Source: an optimization exercise on an open RTL-to-GDS flow (aim: small area, a short achievable clock period and few clock cycles per item). Production flows keep margins and buffers that such runs may drop. The RTL was checked by simulation tests, not by an equivalence proof against the original design. Power and IR drop assume default switching activity.

==> design.v <==
module pow_5_seq
(
    input         clock,
    input         reset_n,
    input         run,
    input  [17:0] n,
    output        ready,
    output [17:0] n_pow_5
);
    reg rdy;
    always @(posedge clock or negedge reset_n)
        if (!reset_n) rdy <= 1'b0;
        else          rdy <= run;
    assign ready = rdy;
    wire w1;
    wire w2;
    wire w3;
    wire w4;
    wire w5;
    wire w6;
    wire w7;
    wire w8;
    wire w9;
    wire w10;
    wire w11;
    wire w12;
    wire w13;
    wire w14;
    wire w15;
    wire w16;
    wire w17;
    wire w18;
    wire w19;
    wire w20;
    wire w21;
    wire w22;
    wire w23;
    wire w24;
    wire w25;
    wire w26;
    wire w27;
    wire w28;
    wire w29;
    wire w30;
    wire w31;
    wire w32;
    wire w33;
    wire w34;
    wire w35;
    wire w36;
    wire w37;
    wire w38;
    wire w39;
    wire w40;
    wire w41;
    wire w42;
    wire w43;
    wire w44;
    wire w45;
    wire w46;
    wire w47;
    wire w48;
    wire w49;
    wire w50;
    wire w51;
    wire w52;
    wire w53;
    wire w54;
    wire w55;
    wire w56;
    wire w57;
    wire w58;
    wire w59;
    wire w60;
    wire w61;
    wire w62;
    wire w63;
    wire w64;
    wire w65;
    wire w66;
    wire w67;
    wire w68;
    wire w69;
    wire w70;
    wire w71;
    wire w72;
    wire w73;
    wire w74;
    wire w75;
    wire w76;
    wire w77;
    wire w78;
    wire w79;
    wire w80;
    wire w81;
    wire w82;
    wire w83;
    wire w84;
    wire w85;
    wire w86;
    wire w87;
    wire w88;
    wire w89;
    wire w90;
    wire w91;
    wire w92;
    wire w93;
    wire w94;
    wire w95;
    wire w96;
    wire w97;
    wire w98;
    wire w99;
    wire w100;
    wire w101;
    wire w102;
    wire w103;
    wire w104;
    wire w105;
    wire w106;
    wire w107;
    wire w108;
    wire w109;
    wire w110;
    wire w111;
    wire w112;
    wire w113;
    wire w114;
    wire w115;
    wire w116;
    wire w117;
    wire w118;
    wire w119;
    wire w120;
    wire w121;
    wire w122;
    wire w123;
    wire w124;
    wire w125;
    wire w126;
    wire w127;
    wire w128;
    wire w129;
    wire w130;
    wire w131;
    wire w132;
    wire w133;
    wire w134;
    wire w135;
    wire w136;
    wire w137;
    wire w138;
    wire w139;
    wire w140;
    wire w141;
    wire w142;
    wire w143;
    wire w144;
    wire w145;
    wire w146;
    wire w147;
    wire w148;
    wire w149;
    wire w150;
    wire w151;
    wire w152;
    wire w153;
    wire w154;
    wire w155;
    wire w156;
    wire w157;
    wire w158;
    wire w159;
    wire w160;
    wire w161;
    wire w162;
    wire w163;
    wire w164;
    wire w165;
    wire w166;
    wire w167;
    wire w168;
    wire w169;
    wire w170;
    wire w171;
    wire w172;
    wire w173;
    wire w174;
    wire w175;
    wire w176;
    wire w177;
    wire w178;
    wire w179;
    wire w180;
    wire w181;
    wire w182;
    wire w183;
    wire w184;
    wire w185;
    wire w186;
    wire w187;
    wire w188;
    wire w189;
    wire w190;
    wire w191;
    wire w192;
    wire w193;
    wire w194;
    wire w195;
    wire w196;
    wire w197;
    wire w198;
    wire w199;
    wire w200;
    wire w201;
    wire w202;
    wire w203;
    wire w204;
    wire w205;
    wire w206;
    wire w207;
    wire w208;
    wire w209;
    wire w210;
    wire w211;
    wire w212;
    wire w213;
    wire w214;
    wire w215;
    wire w216;
    wire w217;
    wire w218;
    wire w219;
    wire w220;
    wire w221;
    wire w222;
    wire w223;
    wire w224;
    wire w225;
    wire w226;
    wire w227;
    wire w228;
    wire w229;
    wire w230;
    wire w231;
    wire w232;
    wire w233;
    wire w234;
    wire w235;
    wire w236;
    wire w237;
    wire w238;
    wire w239;
    wire w240;
    wire w241;
    wire w242;
    wire w243;
    wire w244;
    wire w245;
    wire w246;
    wire w247;
    wire w248;
    wire w249;
    wire w250;
    wire w251;
    wire w252;
    wire w253;
    wire w254;
    wire w255;
    wire w256;
    wire w257;
    wire w258;
    wire w259;
    wire w260;
    wire w261;
    wire w262;
    wire w263;
    wire w264;
    wire w265;
    wire w266;
    wire w267;
    wire w268;
    wire w269;
    wire w270;
    wire w271;
    wire w272;
    wire w273;
    wire w274;
    wire w275;
    wire w276;
    wire w277;
    wire w278;
    wire w279;
    wire w280;
    wire w281;
    wire w282;
    wire w283;
    wire w284;
    wire w285;
    reg r_w99;
    reg r_w104;
    reg r_w101;
    reg r_w106;
    reg r_w103;
    reg r_w105;
    reg r_w107;
    reg r_w114;
    reg r_w116;
    reg r_w61;
    reg r_w83;
    reg r_w115;
    reg r_w117;
    reg r_w124;
    reg r_w126;
    reg r_w134;
    reg r_w125;
    reg r_w127;
    reg r_w136;
    reg r_w138;
    reg r_w140;
    reg r_w88;
    reg r_w135;
    reg r_w150;
    reg r_w137;
    reg r_w139;
    reg r_w141;
    reg r_w152;
    reg r_w154;
    reg r_w156;
    reg r_w157;
    reg r_w178;
    reg r_w179;
    reg r_w180;
    reg r_w181;
    reg r_w182;
    reg r_w100;
    reg r_w102;
    reg r_w197;
    reg r_w209;
    reg r_w221;
    reg r_w222;
    reg r_w207;
    reg r_w246;
    reg r_w219;
    reg r_w208;
    reg r_w255;
    reg r_w257;
    reg r_n_0;
    reg r_w1;
    reg r_w2;
    reg r_w3;
    reg r_w4;
    reg r_w5;
    reg r_w205;
    reg r_w275;
    reg r_w276;
    reg [16:0] lut_a5;
    always @(*)
        case ({n[5], n[4], n[3], n[2], n[1], n[0]})
            6'd0: lut_a5 = 17'b00000000000000000;
            6'd1: lut_a5 = 17'b00000000000000000;
            6'd2: lut_a5 = 17'b00000000000010000;
            6'd3: lut_a5 = 17'b00000000001111001;
            6'd4: lut_a5 = 17'b00000001000000000;
            6'd5: lut_a5 = 17'b00000011000011010;
            6'd6: lut_a5 = 17'b00000111100110000;
            6'd7: lut_a5 = 17'b00010000011010011;
            6'd8: lut_a5 = 17'b00100000000000000;
            6'd9: lut_a5 = 17'b00111001101010100;
            6'd10: lut_a5 = 17'b01100001101010000;
            6'd11: lut_a5 = 17'b10011101010001101;
            6'd12: lut_a5 = 17'b11110011000000000;
            6'd13: lut_a5 = 17'b01101010100101110;
            6'd14: lut_a5 = 17'b00001101001110000;
            6'd15: lut_a5 = 17'b11100101100100111;
            6'd16: lut_a5 = 17'b00000000000000000;
            6'd17: lut_a5 = 17'b01101010100101000;
            6'd18: lut_a5 = 17'b00110101010010000;
            6'd19: lut_a5 = 17'b01110010000100001;
            6'd20: lut_a5 = 17'b00110101000000000;
            6'd21: lut_a5 = 17'b10010100011000010;
            6'd22: lut_a5 = 17'b10101000110110000;
            6'd23: lut_a5 = 17'b10001101011111011;
            6'd24: lut_a5 = 17'b01100000000000000;
            6'd25: lut_a5 = 17'b01000000101111100;
            6'd26: lut_a5 = 17'b01010010111010000;
            6'd27: lut_a5 = 17'b10111100100110101;
            6'd28: lut_a5 = 17'b10100111000000000;
            6'd29: lut_a5 = 17'b00111110011010110;
            6'd30: lut_a5 = 17'b10110010011110000;
            6'd31: lut_a5 = 17'b00110110001001111;
            6'd32: lut_a5 = 17'b00000000000000000;
            6'd33: lut_a5 = 17'b01001010001010000;
            6'd34: lut_a5 = 17'b01010010100010000;
            6'd35: lut_a5 = 17'b01011010111001001;
            6'd36: lut_a5 = 17'b10101001000000000;
            6'd37: lut_a5 = 17'b10000110101101010;
            6'd38: lut_a5 = 17'b01000010000110000;
            6'd39: lut_a5 = 17'b00101101100100011;
            6'd40: lut_a5 = 17'b10100000000000000;
            6'd41: lut_a5 = 17'b11110100110100100;
            6'd42: lut_a5 = 17'b10001100001010000;
            6'd43: lut_a5 = 17'b11001010111011101;
            6'd44: lut_a5 = 17'b00011011000000000;
            6'd45: lut_a5 = 17'b11101011001111110;
            6'd46: lut_a5 = 17'b10101111101110000;
            6'd47: lut_a5 = 17'b11100001101110111;
            6'd48: lut_a5 = 17'b00000000000000000;
            6'd49: lut_a5 = 17'b10001110101111000;
            6'd50: lut_a5 = 17'b00010111110010000;
            6'd51: lut_a5 = 17'b00101010101110001;
            6'd52: lut_a5 = 17'b01011101000000000;
            6'd53: lut_a5 = 17'b01001010000010010;
            6'd54: lut_a5 = 17'b10010011010110000;
            6'd55: lut_a5 = 17'b11100000101001011;
            6'd56: lut_a5 = 17'b11100000000000000;
            6'd57: lut_a5 = 17'b01000101111001100;
            6'd58: lut_a5 = 17'b11001101011010000;
            6'd59: lut_a5 = 17'b00111000010000101;
            6'd60: lut_a5 = 17'b01001111000000000;
            6'd61: lut_a5 = 17'b11100001000100110;
            6'd62: lut_a5 = 17'b11000100111110000;
            6'd63: lut_a5 = 17'b11011000010011111;
        endcase
    assign w1 = lut_a5[0];
    assign w2 = lut_a5[1];
    assign w3 = lut_a5[2];
    assign w4 = lut_a5[3];
    assign w5 = lut_a5[4];
    assign w6 = lut_a5[5];
    assign w7 = lut_a5[6];
    assign w8 = lut_a5[7];
    assign w9 = lut_a5[8];
    assign w10 = lut_a5[9];
    assign w11 = lut_a5[10];
    assign w12 = lut_a5[11];
    assign w13 = lut_a5[12];
    assign w14 = lut_a5[13];
    assign w15 = lut_a5[14];
    assign w16 = lut_a5[15];
    assign w17 = lut_a5[16];
    reg [7:0] lut_p;
    always @(*)
        case ({n[5], n[4], n[3], n[2], n[1], n[0]})
            6'd0: lut_p = 8'b00000000;
            6'd1: lut_p = 8'b00000000;
            6'd2: lut_p = 8'b00000101;
            6'd3: lut_p = 8'b00011001;
            6'd4: lut_p = 8'b01010000;
            6'd5: lut_p = 8'b11000011;
            6'd6: lut_p = 8'b10010101;
            6'd7: lut_p = 8'b11101110;
            6'd8: lut_p = 8'b00000000;
            6'd9: lut_p = 8'b00000010;
            6'd10: lut_p = 8'b00110101;
            6'd11: lut_p = 8'b11011111;
            6'd12: lut_p = 8'b01010000;
            6'd13: lut_p = 8'b11011101;
            6'd14: lut_p = 8'b11100101;
            6'd15: lut_p = 8'b11001100;
            6'd16: lut_p = 8'b00000000;
            6'd17: lut_p = 8'b11110100;
            6'd18: lut_p = 8'b00100101;
            6'd19: lut_p = 8'b00010101;
            6'd20: lut_p = 8'b01010000;
            6'd21: lut_p = 8'b01100111;
            6'd22: lut_p = 8'b11110101;
            6'd23: lut_p = 8'b10011010;
            6'd24: lut_p = 8'b00000000;
            6'd25: lut_p = 8'b11010110;
            6'd26: lut_p = 8'b11010101;
            6'd27: lut_p = 8'b10111011;
            6'd28: lut_p = 8'b01010000;
            6'd29: lut_p = 8'b01100001;
            6'd30: lut_p = 8'b11000101;
            6'd31: lut_p = 8'b01011000;
            6'd32: lut_p = 8'b00000000;
            6'd33: lut_p = 8'b10101000;
            6'd34: lut_p = 8'b01000101;
            6'd35: lut_p = 8'b11010001;
            6'd36: lut_p = 8'b01010000;
            6'd37: lut_p = 8'b11001011;
            6'd38: lut_p = 8'b01010101;
            6'd39: lut_p = 8'b00000110;
            6'd40: lut_p = 8'b00000000;
            6'd41: lut_p = 8'b01101010;
            6'd42: lut_p = 8'b01110101;
            6'd43: lut_p = 8'b01010111;
            6'd44: lut_p = 8'b01010000;
            6'd45: lut_p = 8'b10100101;
            6'd46: lut_p = 8'b10100101;
            6'd47: lut_p = 8'b10100100;
            6'd48: lut_p = 8'b00000000;
            6'd49: lut_p = 8'b00011100;
            6'd50: lut_p = 8'b01100101;
            6'd51: lut_p = 8'b01001101;
            6'd52: lut_p = 8'b01010000;
            6'd53: lut_p = 8'b11101111;
            6'd54: lut_p = 8'b10110101;
            6'd55: lut_p = 8'b00110010;
            6'd56: lut_p = 8'b00000000;
            6'd57: lut_p = 8'b10111110;
            6'd58: lut_p = 8'b00010101;
            6'd59: lut_p = 8'b10110011;
            6'd60: lut_p = 8'b01010000;
            6'd61: lut_p = 8'b10101001;
            6'd62: lut_p = 8'b10000101;
            6'd63: lut_p = 8'b10110000;
        endcase
    assign w18 = lut_p[0];
    assign w19 = lut_p[1];
    assign w20 = lut_p[2];
    assign w21 = lut_p[3];
    assign w22 = lut_p[4];
    assign w23 = lut_p[5];
    assign w24 = lut_p[6];
    assign w25 = lut_p[7];
    reg [2:0] lut_q;
    always @(*)
        case ({n[5], n[4], n[3], n[2], n[1], n[0]})
            6'd0: lut_q = 3'b000;
            6'd1: lut_q = 3'b001;
            6'd2: lut_q = 3'b010;
            6'd3: lut_q = 3'b001;
            6'd4: lut_q = 3'b000;
            6'd5: lut_q = 3'b100;
            6'd6: lut_q = 3'b110;
            6'd7: lut_q = 3'b100;
            6'd8: lut_q = 3'b000;
            6'd9: lut_q = 3'b111;
            6'd10: lut_q = 3'b010;
            6'd11: lut_q = 3'b111;
            6'd12: lut_q = 3'b000;
            6'd13: lut_q = 3'b010;
            6'd14: lut_q = 3'b110;
            6'd15: lut_q = 3'b010;
            6'd16: lut_q = 3'b000;
            6'd17: lut_q = 3'b101;
            6'd18: lut_q = 3'b010;
            6'd19: lut_q = 3'b101;
            6'd20: lut_q = 3'b000;
            6'd21: lut_q = 3'b000;
            6'd22: lut_q = 3'b110;
            6'd23: lut_q = 3'b000;
            6'd24: lut_q = 3'b000;
            6'd25: lut_q = 3'b011;
            6'd26: lut_q = 3'b010;
            6'd27: lut_q = 3'b011;
            6'd28: lut_q = 3'b000;
            6'd29: lut_q = 3'b110;
            6'd30: lut_q = 3'b110;
            6'd31: lut_q = 3'b110;
            6'd32: lut_q = 3'b000;
            6'd33: lut_q = 3'b001;
            6'd34: lut_q = 3'b010;
            6'd35: lut_q = 3'b001;
            6'd36: lut_q = 3'b000;
            6'd37: lut_q = 3'b100;
            6'd38: lut_q = 3'b110;
            6'd39: lut_q = 3'b100;
            6'd40: lut_q = 3'b000;
            6'd41: lut_q = 3'b111;
            6'd42: lut_q = 3'b010;
            6'd43: lut_q = 3'b111;
            6'd44: lut_q = 3'b000;
            6'd45: lut_q = 3'b010;
            6'd46: lut_q = 3'b110;
            6'd47: lut_q = 3'b010;
            6'd48: lut_q = 3'b000;
            6'd49: lut_q = 3'b101;
            6'd50: lut_q = 3'b010;
            6'd51: lut_q = 3'b101;
            6'd52: lut_q = 3'b000;
            6'd53: lut_q = 3'b000;
            6'd54: lut_q = 3'b110;
            6'd55: lut_q = 3'b000;
            6'd56: lut_q = 3'b000;
            6'd57: lut_q = 3'b011;
            6'd58: lut_q = 3'b010;
            6'd59: lut_q = 3'b011;
            6'd60: lut_q = 3'b000;
            6'd61: lut_q = 3'b110;
            6'd62: lut_q = 3'b110;
            6'd63: lut_q = 3'b110;
        endcase
    assign w26 = lut_q[0];
    assign w27 = lut_q[1];
    assign w28 = lut_q[2];
    reg [2:0] lut_r;
    always @(*)
        case ({n[10], n[9], n[8], n[7], n[6]})
            5'd0: lut_r = 3'b000;
            5'd1: lut_r = 3'b000;
            5'd2: lut_r = 3'b001;
            5'd3: lut_r = 3'b010;
            5'd4: lut_r = 3'b100;
            5'd5: lut_r = 3'b110;
            5'd6: lut_r = 3'b001;
            5'd7: lut_r = 3'b100;
            5'd8: lut_r = 3'b000;
            5'd9: lut_r = 3'b100;
            5'd10: lut_r = 3'b001;
            5'd11: lut_r = 3'b110;
            5'd12: lut_r = 3'b100;
            5'd13: lut_r = 3'b010;
            5'd14: lut_r = 3'b001;
            5'd15: lut_r = 3'b000;
            5'd16: lut_r = 3'b000;
            5'd17: lut_r = 3'b000;
            5'd18: lut_r = 3'b001;
            5'd19: lut_r = 3'b010;
            5'd20: lut_r = 3'b100;
            5'd21: lut_r = 3'b110;
            5'd22: lut_r = 3'b001;
            5'd23: lut_r = 3'b100;
            5'd24: lut_r = 3'b000;
            5'd25: lut_r = 3'b100;
            5'd26: lut_r = 3'b001;
            5'd27: lut_r = 3'b110;
            5'd28: lut_r = 3'b100;
            5'd29: lut_r = 3'b010;
            5'd30: lut_r = 3'b001;
            5'd31: lut_r = 3'b000;
        endcase
    assign w29 = lut_r[0];
    assign w30 = lut_r[1];
    assign w31 = lut_r[2];
    assign w32 = n[0] & n[6];
    assign w33 = n[0] & n[7];
    assign w34 = n[0] & n[8];
    assign w35 = n[0] & n[9];
    assign w36 = n[0] & n[10];
    assign w37 = n[0] & n[11];
    assign w38 = w18 & n[6];
    assign w39 = w18 & n[7];
    assign w40 = w18 & n[8];
    assign w41 = w18 & n[9];
    assign w42 = w18 & n[10];
    assign w43 = w18 & n[11];
    assign w44 = w19 & n[6];
    assign w45 = w19 & n[7];
    assign w46 = w19 & n[8];
    assign w47 = w19 & n[9];
    assign w48 = w19 & n[10];
    assign w49 = w19 & n[11];
    assign w50 = w20 & n[6];
    assign w51 = w20 & n[7];
    assign w52 = w20 & n[8];
    assign w53 = w20 & n[9];
    assign w54 = w20 & n[10];
    assign w55 = w20 & n[11];
    assign w56 = w21 & n[6];
    assign w57 = w21 & n[7];
    assign w58 = w21 & n[8];
    assign w59 = w21 & n[9];
    assign w60 = w21 & n[10];
    assign w61 = w22 & n[6];
    assign w62 = w22 & n[7];
    assign w63 = w22 & n[8];
    assign w64 = w22 & n[9];
    assign w65 = w23 & n[6];
    assign w66 = w23 & n[7];
    assign w67 = w23 & n[8];
    assign w68 = w24 & n[6];
    assign w69 = w24 & n[7];
    assign w70 = w25 & n[6];
    assign w71 = n[0] & n[12];
    assign w72 = n[0] & n[13];
    assign w73 = n[0] & n[14];
    assign w74 = n[0] & n[15];
    assign w75 = n[0] & n[16];
    assign w76 = n[0] & n[17];
    assign w77 = w18 & n[12];
    assign w78 = w18 & n[13];
    assign w79 = w19 & n[12];
    assign w80 = n[0] & w29;
    assign w81 = n[0] & w30;
    assign w82 = n[0] & w31;
    assign w83 = w1 & n[6];
    assign w84 = w1 & w29;
    assign w85 = w1 & w30;
    assign w86 = w26 & n[6];
    assign w87 = w26 & w29;
    assign w88 = w27 & n[6];
    assign w89 = w28 & n[6];
    assign w90 = w34 ^ w32;
    assign w91 = w34 & w32;
    assign w92 = w35 ^ w33 ^ w91;
    assign w93 = (w35 & w33) | (w35 & w91) | (w33 & w91);
    assign w94 = w36 ^ w34 ^ w93;
    assign w95 = (w36 & w34) | (w36 & w93) | (w34 & w93);
    assign w96 = w10 ^ w38;
    assign w97 = w10 & w38;
    assign w98 = w37 ^ w35 ^ w11;
    assign w99 = (w37 & w35) | (w37 & w11) | (w35 & w11);
    assign w100 = w95 ^ w39 ^ w44;
    assign w101 = (w95 & w39) | (w95 & w44) | (w39 & w44);
    assign w102 = w97 ^ w98;
    assign w103 = w97 & w98;
    assign w104 = w36 ^ w71 ^ w12;
    assign w105 = (w36 & w71) | (w36 & w12) | (w71 & w12);
    assign w106 = w40 ^ w45 ^ w50;
    assign w107 = (w40 & w45) | (w40 & w50) | (w45 & w50);
    assign w108 = r_w99 ^ r_w104 ^ r_w101;
    assign w109 = (r_w99 & r_w104) | (r_w99 & r_w101) | (r_w104 & r_w101);
    assign w110 = r_w106 ^ r_w103;
    assign w111 = r_w106 & r_w103;
    assign w112 = w37 ^ w72 ^ w32;
    assign w113 = (w37 & w72) | (w37 & w32) | (w72 & w32);
    assign w114 = w112 ^ w13 ^ w41;
    assign w115 = (w112 & w13) | (w112 & w41) | (w13 & w41);
    assign w116 = w46 ^ w51 ^ w56;
    assign w117 = (w46 & w51) | (w46 & w56) | (w51 & w56);
    assign w118 = r_w105 ^ r_w107 ^ r_w114;
    assign w119 = (r_w105 & r_w107) | (r_w105 & r_w114) | (r_w107 & r_w114);
    assign w120 = r_w116 ^ w111 ^ w109;
    assign w121 = (r_w116 & w111) | (r_w116 & w109) | (w111 & w109);
    assign w122 = w73 ^ w71 ^ w113;
    assign w123 = (w73 & w71) | (w73 & w113) | (w71 & w113);
    assign w124 = w14 ^ w122 ^ w42;
    assign w125 = (w14 & w122) | (w14 & w42) | (w122 & w42);
    assign w126 = w47 ^ w52 ^ w57;
    assign w127 = (w47 & w52) | (w47 & w57) | (w52 & w57);
    assign w128 = r_w61 ^ r_w83 ^ r_w115;
    assign w129 = (r_w61 & r_w83) | (r_w61 & r_w115) | (r_w83 & r_w115);
    assign w130 = r_w117 ^ r_w124 ^ r_w126;
    assign w131 = (r_w117 & r_w124) | (r_w117 & r_w126) | (r_w124 & r_w126);
    assign w132 = w119 ^ w128 ^ w130;
    assign w133 = (w119 & w128) | (w119 & w130) | (w128 & w130);
    assign w134 = w74 ^ w72 ^ w123;
    assign w135 = (w74 & w72) | (w74 & w123) | (w72 & w123);
    assign w136 = w15 ^ w43 ^ w48;
    assign w137 = (w15 & w43) | (w15 & w48) | (w43 & w48);
    assign w138 = w53 ^ w58 ^ w62;
    assign w139 = (w53 & w58) | (w53 & w62) | (w58 & w62);
    assign w140 = w65 ^ w80 ^ w86;
    assign w141 = (w65 & w80) | (w65 & w86) | (w80 & w86);
    assign w142 = r_w134 ^ r_w125 ^ r_w127;
    assign w143 = (r_w134 & r_w125) | (r_w134 & r_w127) | (r_w125 & r_w127);
    assign w144 = r_w136 ^ r_w138 ^ r_w140;
    assign w145 = (r_w136 & r_w138) | (r_w136 & r_w140) | (r_w138 & r_w140);
    assign w146 = w129 ^ w131 ^ w142;
    assign w147 = (w129 & w131) | (w129 & w142) | (w131 & w142);
    assign w148 = w144 ^ w133;
    assign w149 = w144 & w133;
    assign w150 = w75 ^ w73 ^ w16;
    assign w151 = (w75 & w73) | (w75 & w16) | (w73 & w16);
    assign w152 = w49 ^ w54 ^ w59;
    assign w153 = (w49 & w54) | (w49 & w59) | (w54 & w59);
    assign w154 = w63 ^ w66 ^ w68;
    assign w155 = (w63 & w66) | (w63 & w68) | (w66 & w68);
    assign w156 = w77 ^ w81 ^ w84;
    assign w157 = (w77 & w81) | (w77 & w84) | (w81 & w84);
    assign w158 = r_w88 ^ r_w135 ^ r_w150;
    assign w159 = (r_w88 & r_w135) | (r_w88 & r_w150) | (r_w135 & r_w150);
    assign w160 = r_w137 ^ r_w139 ^ r_w141;
    assign w161 = (r_w137 & r_w139) | (r_w137 & r_w141) | (r_w139 & r_w141);
    assign w162 = r_w152 ^ r_w154 ^ r_w156;
    assign w163 = (r_w152 & r_w154) | (r_w152 & r_w156) | (r_w154 & r_w156);
    assign w164 = w143 ^ w158 ^ w145;
    assign w165 = (w143 & w158) | (w143 & w145) | (w158 & w145);
    assign w166 = w160 ^ w162 ^ w147;
    assign w167 = (w160 & w162) | (w160 & w147) | (w162 & w147);
    assign w168 = w164 ^ w149;
    assign w169 = w164 & w149;
    assign w170 = w76 ^ w74;
    assign w171 = w170 ^ w17;
    assign w172 = w55 ^ w60;
    assign w173 = w64 ^ w67;
    assign w174 = w69 ^ w70;
    assign w175 = w78 ^ w79;
    assign w176 = w82 ^ w85;
    assign w177 = w87 ^ w89;
    assign w178 = w171 ^ w172;
    assign w179 = w173 ^ w174;
    assign w180 = w175 ^ w176;
    assign w181 = w177 ^ w151;
    assign w182 = w153 ^ w155;
    assign w183 = r_w157 ^ r_w178;
    assign w184 = r_w179 ^ r_w180;
    assign w185 = r_w181 ^ r_w182;
    assign w186 = w183 ^ w184;
    assign w187 = w159 ^ w161;
    assign w188 = w185 ^ w163;
    assign w189 = w186 ^ w187;
    assign w190 = w188 ^ w189;
    assign w191 = w165 ^ w190;
    assign w192 = w167 ^ w191;
    assign w193 = w6 & w32;
    assign w194 = w7 & w33;
    assign w195 = w8 & w90;
    assign w196 = w9 & w92;
    assign w197 = w94 & w96;
    assign w198 = r_w100 & r_w102;
    assign w199 = w108 & w110;
    assign w200 = w118 & w120;
    assign w201 = w121 & w132;
    assign w202 = w146 & w148;
    assign w203 = w166 & w168;
    assign w204 = w169 & w192;
    assign w205 = w6 ^ w32;
    assign w206 = w7 ^ w33;
    assign w207 = w8 ^ w90;
    assign w208 = w9 ^ w92;
    assign w209 = w94 ^ w96;
    assign w210 = r_w100 ^ r_w102;
    assign w211 = w108 ^ w110;
    assign w212 = w118 ^ w120;
    assign w213 = w121 ^ w132;
    assign w214 = w146 ^ w148;
    assign w215 = w166 ^ w168;
    assign w216 = w169 ^ w192;
    assign w217 = w3 & w2;
    assign w218 = w5 & w4;
    assign w219 = w194 | (w206 & w193);
    assign w220 = w206 & w205;
    assign w221 = w196 | (w208 & w195);
    assign w222 = w208 & w207;
    assign w223 = w198 | (w210 & r_w197);
    assign w224 = w210 & r_w209;
    assign w225 = w200 | (w212 & w199);
    assign w226 = w212 & w211;
    assign w227 = w202 | (w214 & w201);
    assign w228 = w214 & w213;
    assign w229 = w204 | (w216 & w203);
    assign w230 = w216 & w215;
    assign w231 = w2 & w1;
    assign w232 = w217 & w1;
    assign w233 = w205 & w218;
    assign w234 = w220 & w218;
    assign w235 = r_w197 | (r_w209 & r_w221);
    assign w236 = r_w209 & r_w222;
    assign w237 = w223 | (w224 & r_w221);
    assign w238 = w224 & r_w222;
    assign w239 = w201 | (w213 & w225);
    assign w240 = w213 & w226;
    assign w241 = w227 | (w228 & w225);
    assign w242 = w228 & w226;
    assign w243 = w4 & w232;
    assign w244 = w218 & w232;
    assign w245 = w233 & w232;
    assign w246 = w234 & w232;
    assign w247 = w199 | (w211 & w237);
    assign w248 = w211 & w238;
    assign w249 = w225 | (w226 & w237);
    assign w250 = w226 & w238;
    assign w251 = w239 | (w240 & w237);
    assign w252 = w240 & w238;
    assign w253 = w241 | (w242 & w237);
    assign w254 = w242 & w238;
    assign w255 = w195 | (w207 & w219);
    assign w256 = r_w207 & r_w246;
    assign w257 = w221 | (w222 & w219);
    assign w258 = r_w222 & r_w246;
    assign w259 = w235 | (w236 & r_w219);
    assign w260 = w236 & r_w246;
    assign w261 = w237 | (w238 & r_w219);
    assign w262 = w238 & r_w246;
    assign w263 = w247 | (w248 & r_w219);
    assign w264 = w248 & r_w246;
    assign w265 = w249 | (w250 & r_w219);
    assign w266 = w250 & r_w246;
    assign w267 = w251 | (w252 & r_w219);
    assign w268 = w252 & r_w246;
    assign w269 = w253 | (w254 & r_w219);
    assign w270 = w254 & r_w246;
    assign w271 = w203 | (w215 & w269);
    assign w272 = w215 & w270;
    assign w273 = w229 | (w230 & w269);
    assign w274 = w230 & w270;
    assign w275 = w206 ^ w193;
    assign w276 = w207 ^ w219;
    assign w277 = r_w208 ^ r_w255;
    assign w278 = r_w209 ^ r_w257;
    assign w279 = w210 ^ w259;
    assign w280 = w211 ^ w261;
    assign w281 = w212 ^ w263;
    assign w282 = w213 ^ w265;
    assign w283 = w214 ^ w267;
    assign w284 = w215 ^ w269;
    assign w285 = w216 ^ w271;
    always @(posedge clock) begin
        r_w99 <= w99;
        r_w104 <= w104;
        r_w101 <= w101;
        r_w106 <= w106;
        r_w103 <= w103;
        r_w105 <= w105;
        r_w107 <= w107;
        r_w114 <= w114;
        r_w116 <= w116;
        r_w61 <= w61;
        r_w83 <= w83;
        r_w115 <= w115;
        r_w117 <= w117;
        r_w124 <= w124;
        r_w126 <= w126;
        r_w134 <= w134;
        r_w125 <= w125;
        r_w127 <= w127;
        r_w136 <= w136;
        r_w138 <= w138;
        r_w140 <= w140;
        r_w88 <= w88;
        r_w135 <= w135;
        r_w150 <= w150;
        r_w137 <= w137;
        r_w139 <= w139;
        r_w141 <= w141;
        r_w152 <= w152;
        r_w154 <= w154;
        r_w156 <= w156;
        r_w157 <= w157;
        r_w178 <= w178;
        r_w179 <= w179;
        r_w180 <= w180;
        r_w181 <= w181;
        r_w182 <= w182;
        r_w100 <= w100;
        r_w102 <= w102;
        r_w197 <= w197;
        r_w209 <= w209;
        r_w221 <= w221;
        r_w222 <= w222;
        r_w207 <= w207;
        r_w246 <= w246;
        r_w219 <= w219;
        r_w208 <= w208;
        r_w255 <= w255;
        r_w257 <= w257;
        r_n_0 <= n[0];
        r_w1 <= w1;
        r_w2 <= w2;
        r_w3 <= w3;
        r_w4 <= w4;
        r_w5 <= w5;
        r_w205 <= w205;
        r_w275 <= w275;
        r_w276 <= w276;
    end
    assign n_pow_5 = {w285, w284, w283, w282, w281, w280, w279, w278, w277, r_w276, r_w275, r_w205, r_w5, r_w4, r_w3, r_w2, r_w1, r_n_0};
endmodule
==> run.sh <==
#!/bin/bash
# synth_recipe.tcl (not shown) runs the flow's synth.tcl, then flattens the netlist and writes it again
# the make line also repeats each setting of config.mk as NAME=value (left out here)
make -C /OpenROAD-flow-scripts/flow DESIGN_CONFIG=/design/flow/config.mk WORK_HOME=/design/flow/orfs CLKGATE_MAP_FILE= SYNTH_SCRIPT=/design/flow/synth_recipe.tcl finish
==> config.mk <==
export PLATFORM = sky130hd
export DESIGN_NAME = pow_5_seq
export DESIGN_NICKNAME = pow_5_seq
export VERILOG_FILES = /design/flow/design.v
export SDC_FILE = /design/flow/constraint.sdc
export NUM_CORES = 4
export LEC_CHECK = 0
export CAP_MARGIN = 20
export CORE_MARGIN = 2
export CORE_UTILIZATION = 40
export SETUP_SLACK_MARGIN = 1.0
export SLEW_MARGIN = 20
==> constraint.sdc <==
create_clock -name core_clock -period 5.8 [get_ports {clock}]
set_input_delay 1.1600 -clock core_clock [delete_from_list [all_inputs] [get_ports {clock}]]
set_output_delay 1.1600 -clock core_clock [all_outputs]
set_load 0.01 [all_outputs]
==> results of run 1 <==
-- area by class of cell --
cell class,instances,area [um2],area share
Multi-Input combinational cell,396,3198,0.5968
Sequential cell,56,1126,0.2101
Timing Repair Buffer,49,457.9,0.08545
Inverter,61,229.0,0.04273
Tap cell,147,183.9,0.03432
Clock buffer,6,128.9,0.02405
Clock inverter,2,35.03,0.006537
-- worst paths after layout --
path | endpoint | slack (ns) | depth (start not counted)
min in group core_clock | rdy$_DFF_PN0_ | 1.31 | 1
setup / recovery | n_pow_5[17] | 1.13 | 14
max in group asynchronous | rdy$_DFF_PN0_ | 4.70 | 1
hold / removal | rdy$_DFF_PN0_ | 1.01 | 1
-- per-layer routing --
layer | vias to the layer above | wire length, um | track usage
met3 | 38 | 772 | 0.02912
met5 | - | 0 | 0
met1 | 1843 | 5407 | 0.2687
li1 | 1880 | - | -
met4 | 0 | 553 | 0.1081
met2 | 147 | 5839 | 0.3234
-- kinds of logic (layout without fill, tap and decap cells) --
group	count (synthesis)	in the layout	share of synthesized area
compound gates	121	121	0.1730
simple gates	170	170	0.1733
xor+xnor	34	34	0.06565
flops	56	56	0.2317
fa+ha+maj	64	64	0.2219
mux	7	7	0.02214
buf+inv	117	118	0.1123
-- power groups by stage --
| stage | combinational, mW | sequential (mW) | clock [mW] |
|---|---|---|---|
| after floorplan | 0.777 | 0.478 | 0 |
| after global placement | 0.993 | 0.482 | 0 |
| after detailed placement | 1.01 | 0.484 | 0 |
| after CTS | 1.03 | 0.475 | 0.338 |
| after global routing | 1.08 | 0.481 | 0.354 |
| final | 0.979 | 0.474 | 0.331 |
-- worst max-delay path: cells and delay by family (launching register included) --
family / cells / cell delay (ns)
AO/OA/AOI/OAI: 3 / 0.43
XOR/XNOR: 3 / 0.49
adder cells (fa/ha/maj): 4 / 1.40
buffers and inverters: 3 / 0.28
flip-flops: 1 / 0.32
AND/OR/NAND/NOR: 1 / 0.30
-- what timing repair did --
action                                  in CTS  in global routing
pin swaps                                    1                  2
setup buffers                                0                  0
gates resized for setup                      5                  2
cloned                                       0                  0
endpoints found under the setup margin       1                  2
-- through the flow --
step | power [mW] | util | cell area, um2
4_1_cts | 1.840 | 0.4502 | 5363
3_5_place_dp | 1.490 | 0.4355 | 5187
3_3_place_gp | 1.476 | 0.4355 | 5187
2_1_floorplan | 1.255 | - | 4860
5_1_grt | 1.913 | 0.4499 | 5359
6_report | 1.784 | 0.4499 | 5359
-- cell usage after synthesis, drive strengths merged (8+ instances only) --
cell    count  area (um2)
buf        45       275.3
nor2       25       93.84
xnor2      21       191.4
nand2      67       254.0
xor2       12       105.1
nor2b       8       50.05
inv        60       225.2
nand2b     13       83.83
dfxtp      55        1101
nand3      14       70.07
a21oi      28       140.1
fa         37       740.7
and2       12       75.07
clkbuf     11       41.29
ha         27       337.8
o211ai      9       67.56
o21ai      25       128.9
a31oi      12       75.07
==> impl_metrics.json, run 1 <==
{
  "outcome": "timing/DRC/antenna clean",
  "grt_overflow": 0,
  "power_switching_share": 0.3563,
  "hold_path_class": "in2async",
  "netlist_area_um2": 4860,
  "dr_total_vias": 3908,
  "crit_path_end_kind": "primary output",
  "drt-initial-drc-count": 406,
  "drv_cap": 0,
  "layoutNonFillerInstCount": 717,
  "cp_cell_sequence": "fa_1 -> inv_1 -> fa_1 -> inv_1 -> ha_1 -> or2_2 -> a21oi_1 -> a21oi_1 -> a21o_1 -> fa_2 -> xnor2_2 -> xnor2_1 -> xnor2_1 -> buf_2",
  "synthCells": 569,
  "startpoint": "r_w99$_DFF_P_",
  "crit_required_ns": 4.64,
  "hold_viol_final": 0,
  "critPathKind": "reg2out",
  "fmax_ghz": 0.2141,
  "power-per-cell-area_nw_per_um2": 332.9,
  "synth_enable_flop_cells": 0,
  "cellLeakagePower_nw": 2.408,
  "layout_setup_ws_ns": 1.130,
  "post_drt_via_cell_ratio": 5.450,
  "mostFrequentLayoutCell": "nand2_1",
  "initial_antenna_violation_count": 0,
  "layout_common_cells": "nand2_1 (66), inv_1 (59), dfxtp_1 (55)",
  "port-buffer-count": 39,
  "syn_to_final_growth_pct": 10.27,
  "crit_fanout": 2,
  "sink_count": 56,
  "postRouteAntennaNets": 0,
  "postSynthNetCount": 654,
  "detail_route.wirelength_um": 12570,
  "n_antenna_cell": 0,
  "proportion_of_register_bits_with_asynchronous_set_or_reset_after_synthesis": 0.01786,
  "transition_time_of_the_tightest_slew_check_pin_ns": 0.9106,
  "p_seq_frac": 0.266,
  "timing.final.crit_share": 0.8052,
  "tritoncts": "yes",
  "routed_wire_length_per_instance_um": 17.53,
  "hold_bufs_inserted_after_cts": 0,
  "crit_path_max_incr_delay_ns": 0.40,
  "grt.total_usage": 0.2035,
  "yosys_warning_count": 1,
  "synth_seq_cells": 56,
  "ctsRootBufferMaster": "clkbuf_16",
  "chipWidth_um": 114.2,
  "top_ff_cell_synth": "dfxtp_1",
  "vias_in_the_first_global_route": 3990,
  "drt_pass1_iterations": 6,
  "relSlewSlack": 0.3910,
  "place_ws_ns": 0.9400,
  "tritoncts.num_buffers": 5,
  "grt_max_degree": 39,
  "synth_cell_types": 70,
  "power.internal_mw": 1.148,
  "hold-worst-slack_ns": 1.006,
  "finalSetupViolCount": 0,
  "clkTransAtPathRegs_ns": 0.07,
  "cp.arrival_ns": 3.51,
  "design.final.nets": 654,
  "final_max_slew_viol_count": 0,
  "global_route_wire_length_before_repair_um": 20580,
  "hpwl_um": 9660,
  "pin_count": 40,
  "start_util": 0.4080,
  "clock_tree.htree_level_count": 2,
  "fillCellCount": 1165,
  "finalWorstPathRequiredPeriod_ns": 4.670,
  "post_route_cells_drive_above_1_share": 0.06491,
  "rsz0062_at_grt": "yes",
  "peakVddDrop_mv": 0.1367,
  "timing.setup.tns_ns": 0,
  "floorplan_die_height_um": 114.2,
  "synth_sequential_area_ratio": 0.2317,
  "cts.path.max_buffers": 2,
  "place.gp.congestion": 0.9270,
  "row_count": 40,
  "critical-path-slowest-cell": "fa_1",
  "avgSynthCellArea_um2": 8.541,
  "p_sw_uw": 635.6,
  "clock_power_share": 0.185,
  "core-area_um2": 11910,
  "cp-start-kind": "register",
  "pwr-share-comb": 0.549,
  "drcViolationCount": 0,
  "place.detailed.instances": 709,
  "dieArea_um2": 13050
}
Testbench counts, summed over its fixed seeds: cycles 24,000, items 24,000.
==> run 2, diff against run 1 <==
--- a/config.mk
+++ b/config.mk
@@ -9,4 +9,4 @@
 export CORE_MARGIN = 2
 export CORE_UTILIZATION = 40
-export SETUP_SLACK_MARGIN = 1.0
+export SETUP_SLACK_MARGIN = 2.0
 export SLEW_MARGIN = 20
==> run 2 against run 1 <==
  * Critical path depth down 1
  * Non-clock buffer count increased by 30
  * Synthesized cell count is the same
  * Total power is 10% higher
  * Via count is 6.2% higher
  * Final cell count increased by 4.2%
  * Clock power up 5%
  * Maximum frequency up 4.4%
  * First-iteration DRC count down 14%
  * Die area did not move
==> impl_metrics.json, run 2 <==
{
  "synth.cells.most_frequent": "nand2_1 (66), inv_1 (59), dfxtp_1 (55)",
  "peakVddDrop_mv": 0.1517,
  "initial_antenna_violation_count": 0,
  "ctsRootBufferMaster": "clkbuf_16",
  "grt_max_degree": 38,
  "fillCellCount": 1173,
  "floorplan_die_height_um": 114.2,
  "yosys.cell_count.top_type": "nand2_1",
  "routed_wire_length_per_instance_um": 18.96,
  "critPathKind": "reg2out",
  "cts.path.max_buffers": 2,
  "layout.core_utilization": 0.4931,
  "p_sw_uw": 717.3,
  "syn_to_final_growth_pct": 20.85,
  "power_switching_share": 0.3642,
  "yosys_warning_count": 1,
  "crit_path_end_kind": "primary output",
  "transition_time_of_the_tightest_slew_check_pin_ns": 0.7399,
  "global_route_wire_length_before_repair_um": 22320,
  "hold_viol_final": 0,
  "critical-path-slowest-cell": "fa_1",
  "post_route_cells_drive_above_1_share": 0.1817,
  "netlist_top_cells_area": "dfxtp_1 (23%), fa_1 (15%), ha_1 (7.0%), nand2_1 (5.1%), inv_1 (4.6%)",
  "outcome": "timing/DRC/antenna clean",
  "tritoncts.num_buffers": 5,
  "top_ff_cell_synth": "dfxtp_1",
  "cp_cell_sequence": "fa_1 -> inv_1 -> fa_1 -> inv_1 -> ha_4 -> a21oi_4 -> a21oi_2 -> a21o_1 -> fa_2 -> xnor2_2 -> xnor2_1 -> xnor2_1 -> buf_2",
  "clock_power_share": 0.177,
  "postSynthNetCount": 654,
  "hold_bufs_inserted_after_cts": 0,
  "timing.setup.tns_ns": 0,
  "detail_route.wirelength_um": 14160,
  "dr_total_vias": 4151,
  "layout_common_cells": "nand2_1 (64), inv_1 (53), dfxtp_1 (53)",
  "chipWidth_um": 114.2,
  "drv_cap": 0,
  "finalWorstPathRequiredPeriod_ns": 4.472,
  "dieArea_um2": 13050,
  "sink_count": 56,
  "row_count": 40,
  "post_drt_via_cell_ratio": 5.557,
  "synthCells": 569,
  "n_antenna_cell": 0,
  "clkTransAtPathRegs_ns": 0.07,
  "cp.arrival_ns": 3.31,
  "mostFrequentLayoutCell": "nand2_1",
  "port-buffer-count": 39,
  "vias_in_the_first_global_route": 4133,
  "crit_path_max_incr_delay_ns": 0.52,
  "drt_pass1_iterations": 5,
  "hold_path_class": "in2async",
  "drcViolationCount": 0,
  "final_max_slew_viol_count": 0,
  "postRouteAntennaNets": 0,
  "grt.total_usage": 0.2226,
  "synth_seq_cells": 56,
  "hpwl_um": 10400,
  "synth_enable_flop_cells": 0,
  "pin_count": 40,
  "core-area_um2": 11910,
  "rsz0062_at_grt": "yes",
  "synth_cell_types": 70,
  "power.internal_mw": 1.252,
  "crit_required_ns": 4.64,
  "regArea_um2": 1129,
  "power-per-cell-area_nw_per_um2": 335.3,
  "yosys.area.top_type_share": 0.2266,
  "timing.critical_path.max_delay_family": "adder cells",
  "avgSynthCellArea_um2": 8.541,
  "crit_fanout": 2,
  "cellLeakagePower_nw": 2.610,
  "cp-start-kind": "register",
  "timing.final.crit_share": 0.7711,
  "proportion_of_register_bits_with_asynchronous_set_or_reset_after_synthesis": 0.01786,
  "critPathBufInv": 3,
  "start_util": 0.4080,
  "relSlewSlack": 0.5068,
  "clock_tree.htree_level_count": 2,
  "finalSetupViolCount": 0,
  "drt-initial-drc-count": 351,
  "grt_overflow": 0,
  "pwr-share-comb": 0.582,
  "design.final.nets": 684,
  "fmax_ghz": 0.2236,
  "place.gp.congestion": 0.9598,
  "tritoncts": "yes",
  "p_seq_frac": 0.241,
  "multi_input_combinational_cell_area_um2": 3440,
  "netlist_area_um2": 4860,
  "synth_sequential_area_ratio": 0.2317,
  "yosysTopAreaCell": "dfxtp_1"
}
==> run 2: through the flow <==
stage / area, um2 / setup slack, ns / total power [mW] / std cells / hold slack (ns)
5_1_grt: 5873 / 1.190 / 2.123 / 747 / 0.9897
6_report: 5873 / 1.328 / 1.969 / 747 / 1.004
4_1_cts: 5673 / 1.299 / 1.907 / 735 / 0.9994
3_3_place_gp: 5249 / 1.148 / 1.519 / 711 / 1.308
2_1_floorplan: 4906 / 1.725 / 1.288 / 569 / 0.8644
3_5_place_dp: 5249 / 1.084 / 1.528 / 711 / 1.313
==> run 2: timing repair <==
item,in CTS,in global routing
endpoints found under the setup margin,32,9
endpoints found under the hold margin,0,0
resized for setup,51,30
buffers inserted,16,12
pin swaps,8,11
gates cloned,0,0
==> run 2: path summary, 6_finish.rpt <==
path	start	to	depth (start not counted)	slack [ns]
setup / recovery	r_w61$_DFF_P_	n_pow_5[17]	13	1.33
hold / removal	reset_n	rdy$_DFF_PN0_	1	1.00
max in group asynchronous	reset_n	rdy$_DFF_PN0_	1	4.70
min in group core_clock	run	rdy$_DFF_PN0_	1	1.31
==> run 2: kinds of logic after synthesis <==
group,after synthesis,synth area share
compound gates,121,0.1730
xor+xnor,34,0.06565
fa+ha+maj,64,0.2219
buf+inv,117,0.1123
flops,56,0.2317
mux,7,0.02214
simple gates,170,0.1733
==> run 2: power groups by stage <==
| stage | sequential [mW] | combinational, mW | clock [mW] |
|---|---|---|---|
| 3_5_place_dp | 0.484 | 1.04 | 0 |
| 3_3_place_gp | 0.482 | 1.04 | 0 |
| 5_1_grt | 0.481 | 1.27 | 0.375 |
| 6_report | 0.475 | 1.15 | 0.348 |
| 4_1_cts | 0.475 | 1.08 | 0.355 |
| 2_1_floorplan | 0.478 | 0.810 | 0 |
==> run 2: area by class of cell <==
| cell class | instances | area share |
|---|---|---|
| Clock inverter | 3 | 0.008095 |
| Inverter | 61 | 0.04069 |
| Clock buffer | 5 | 0.02130 |
| Tap cell | 147 | 0.03132 |
| Multi-Input combinational cell | 396 | 0.5856 |
| Timing Repair Buffer | 79 | 0.1208 |
| Sequential cell | 56 | 0.1922 |
==> run 2: layer usage <==
| metal | global-route usage | part of all wire | vias to the layer above |
|---|---|---|---|
| met3 | 0.03335 | 0.066 | 39 |
| li1 | - | - | 1950 |
| met5 | 0 | 0 | - |
| met4 | 0.1130 | 0.046 | 0 |
| met2 | 0.3607 | 0.47 | 175 |
| met1 | 0.2894 | 0.42 | 1987 |
==> run 3, diff against run 2 <==
--- a/config.mk
+++ b/config.mk
@@ -9,4 +9,3 @@
 export CORE_MARGIN = 2
 export CORE_UTILIZATION = 40
-export SETUP_SLACK_MARGIN = 2.0
 export SLEW_MARGIN = 20
==> run 3 against run 2 <==
  * Still clean on timing, DRC and antenna
  * Worst hold slack improved by 0.0024 ns
  * Utilization decreased by 4.4 points
  * Synthesized area is the same
  * Largest cell class unchanged
==> impl_metrics.json, run 3 <==
{
  "outcome": "timing/DRC/antenna clean",
  "grt_overflow": 0,
  "grt_max_degree": 39,
  "netlist_top_cells_area": "dfxtp_1 (23%), fa_1 (15%), ha_1 (7.0%), nand2_1 (5.1%), inv_1 (4.6%)",
  "synth_cell_types": 70,
  "drcViolationCount": 0,
  "port-buffer-count": 39,
  "synthCells": 569,
  "initial_antenna_violation_count": 0,
  "cts.path.max_buffers": 2,
  "cp.arrival_ns": 4.00,
  "dr_total_vias": 3943,
  "post_cts_resized": 0,
  "cp-endpoint": "n_pow_5[17]",
  "start_util": 0.4080,
  "crit_fanout": 2,
  "vias_in_the_first_global_route": 3990,
  "place.gp.congestion": 0.9270,
  "post-cts-setup-buffers": 0,
  "p_seq_frac": 0.263,
  "hpwl_um": 9660,
  "yosys.cell_count.top_type": "nand2_1",
  "timing.setup.tns_ns": 0,
  "critPathKind": "reg2out",
  "transition_time_of_the_tightest_slew_check_pin_ns": 0.9306,
  "postSynthNetCount": 654,
  "floorplan_die_height_um": 114.2,
  "chipWidth_um": 114.2,
  "detail_route.wirelength_um": 12640,
  "ctsRootBufferMaster": "clkbuf_16",
  "fillCellCount": 1165,
  "yosys_warning_count": 1,
  "drt-initial-drc-count": 401,
  "layout_common_cells": "nand2_1 (66), inv_1 (59), dfxtp_1 (55)",
  "relSlewSlack": 0.3776,
  "sink_count": 56,
  "hold_viol_final": 0,
  "clkTransAtPathRegs_ns": 0.07,
  "yosys.area.top_type_share": 0.2266,
  "design.final.nets": 654,
  "critical-path-slowest-cell": "clkdlybuf4s50_1",
  "avgSynthCellArea_um2": 8.541,
  "global_route_wire_length_before_repair_um": 20580,
  "cp_cell_sequence": "fa_1 -> inv_1 -> fa_1 -> inv_1 -> ha_1 -> or2_2 -> a21oi_1 -> a21oi_1 -> a21o_1 -> fa_1 -> xnor2_1 -> xnor2_1 -> xnor2_1 -> clkdlybuf4s50_1",
  "final_max_slew_viol_count": 0,
  "dieArea_um2": 13050,
  "clock_tree.htree_level_count": 2,
  "proportion_of_register_bits_with_asynchronous_set_or_reset_after_synthesis": 0.01786,
  "row_count": 40,
  "grt.total_usage": 0.2035,
  "postRouteAntennaNets": 0,
  "top_ff_cell_synth": "dfxtp_1",
  "synth_seq_cells": 56,
  "finalSetupViolCount": 0,
  "drt_pass1_iterations": 5,
  "power_switching_share": 0.3499,
  "p_sw_uw": 631.7,
  "cellLeakagePower_nw": 2.396,
  "totalPowerFinal_mw": 1.806,
  "yosysTopAreaCell": "dfxtp_1",
  "pwr-share-comb": 0.555,
  "tritoncts.num_buffers": 5,
  "hold_path_class": "in2async",
  "met3_wirelength_um": 751,
  "timing.final.crit_share": 0.8903,
  "tritoncts": "yes",
  "fmax_ghz": 0.1937,
  "crit_required_ns": 4.64,
  "n_antenna_cell": 0,
  "crit_path_max_incr_delay_ns": 0.56,
  "syn_to_final_growth_pct": 10.12,
  "peakVddDrop_mv": 0.1596,
  "post_route_cells_drive_above_1_share": 0.05965,
  "clock_power_share": 0.183,
  "cp-start-kind": "register",
  "core-area_um2": 11910,
  "routed_wire_length_per_instance_um": 17.62,
  "met1_wl_um": 5431,
  "pin_count": 40,
  "power-per-cell-area_nw_per_um2": 337.4,
  "detailroute.wirelength.met2_um": 5894,
  "drv_cap": 0,
  "hold_bufs_inserted_after_cts": 0,
  "synth_enable_flop_cells": 0,
  "maxUsedRoutingLayer": "met4",
  "crit_path_end_kind": "primary output",
  "rsz0062_at_grt": "no",
  "netlist_area_um2": 4860,
  "startpoint": "r_w99$_DFF_P_",
  "mostFrequentLayoutCell": "nand2_1",
  "finalWorstPathRequiredPeriod_ns": 5.163,
  "synth_sequential_area_ratio": 0.2317,
  "power.internal_mw": 1.174,
  "synth.cells.most_frequent": "nand2_1 (66), inv_1 (59), dfxtp_1 (55)",
  "post_drt_via_cell_ratio": 5.499
}
## run 3: critical path: cells and delay by family, from the launching register on
family,cells,cell delay (ns)
adders and majority gates,4,1.42
buffers and inverters,3,0.69
xor gates and xnor gates,3,0.53
AOI/OAI and AO/OA,3,0.45
DFF,1,0.32
and+or+nand+nor,1,0.30
## run 3: metal layers
metal,vias up,GRT usage
li1,1881,-
met3,34,0.02912
met2,147,0.3234
met1,1881,0.2687
met4,0,0.1081
met5,-,0
## run 3: logic make-up after synthesis
kind of cell | Yosys count | share of synthesized area
xor+xnor | 34 | 0.06565
simple gates | 170 | 0.1733
compound gates | 121 | 0.1730
flops | 56 | 0.2317
mux | 7 | 0.02214
fa+ha+maj | 64 | 0.2219
buf+inv | 117 | 0.1123
## run 3: final cells by class
cell class	instances	area, um2	share of cell area
inverters	61	229.0	0.04279
clock inverters	2	35.03	0.006547
flip-flops and latches	56	1126	0.2104
clock buffers	6	128.9	0.02408
multi-input cells	396	3188	0.5957
well taps	147	183.9	0.03437
repair buffers	49	460.4	0.08604
## run 3: through the flow
step                hold slack (ns)  cells  cell area (um2)  utilization  setup WS, ns
floorplan                    0.8644    569             4860            -         1.556
global placement              1.308    709             5187       0.4355        0.9422
detailed placement            1.313    709             5187       0.4355        0.9400
CTS                          0.9980    717             5351       0.4493        0.6001
global route                  1.004    717             5351       0.4493        0.4549
finish                        1.006    717             5351       0.4493        0.6365
## run 3: power by group through the flow
stage	registers, mW	logic, mW	clock network (mW)
5_1_grt	0.481	1.10	0.354
3_5_place_dp	0.484	1.01	0
6_report	0.474	1.00	0.330
3_3_place_gp	0.482	0.993	0
2_1_floorplan	0.478	0.777	0
4_1_cts	0.475	1.02	0.338
## run 3: how the worst min path moves through the flow
stage             from            end  slack, ns  depth (start not counted)
2_1_floorplan  reset_n  rdy$_DFF_PN0_       0.86                          0
4_1_cts        reset_n  rdy$_DFF_PN0_        1.0                          1
3_5_place_dp   reset_n  rdy$_DFF_PN0_       1.31                          1
5_1_grt        reset_n  rdy$_DFF_PN0_       1.00                          1
3_3_place_gp   reset_n  rdy$_DFF_PN0_       1.31                          1
6_report       reset_n  rdy$_DFF_PN0_       1.01                          1

## port drivers added, routing unchanged
No port has a modelled driver above. Below, the same layouts with a new extraction and two added sets of constraints.
Step 1 (the two cells are an assumption about what drives the block):
set clk [get_ports {clock}]
set_driving_cell -lib_cell sky130_fd_sc_hd__clkbuf_16 $clk
set_driving_cell -lib_cell sky130_fd_sc_hd__buf_2 [delete_from_list [all_inputs] $clk]
Step 2, shift: input delay + t, output delay - t, t = (earliest + latest rising clock arrival at the registers) / 2. This alone moves slack from input paths to output paths.
a / b / c = ideal / step 1 / step 2; a / b = the first two.
run | t, ns | setup slack, ns | clock arrival spread, ns
run 1 | 0.325 | 1.130 / 1.092 / 1.041 | 0.005 / 0.005
run 2 | 0.327 | 1.328 / 1.295 / 1.622 | 0.010 / 0.010
run 3 | 0.324 | 0.637 / 0.599 / 0.923 | 0.005 / 0.004
After both steps setup and hold are still met in every run listed. For run 1, which loses most, drivers alone change the setup slack by -0.038 ns; drivers and shift together by -0.089 ns.
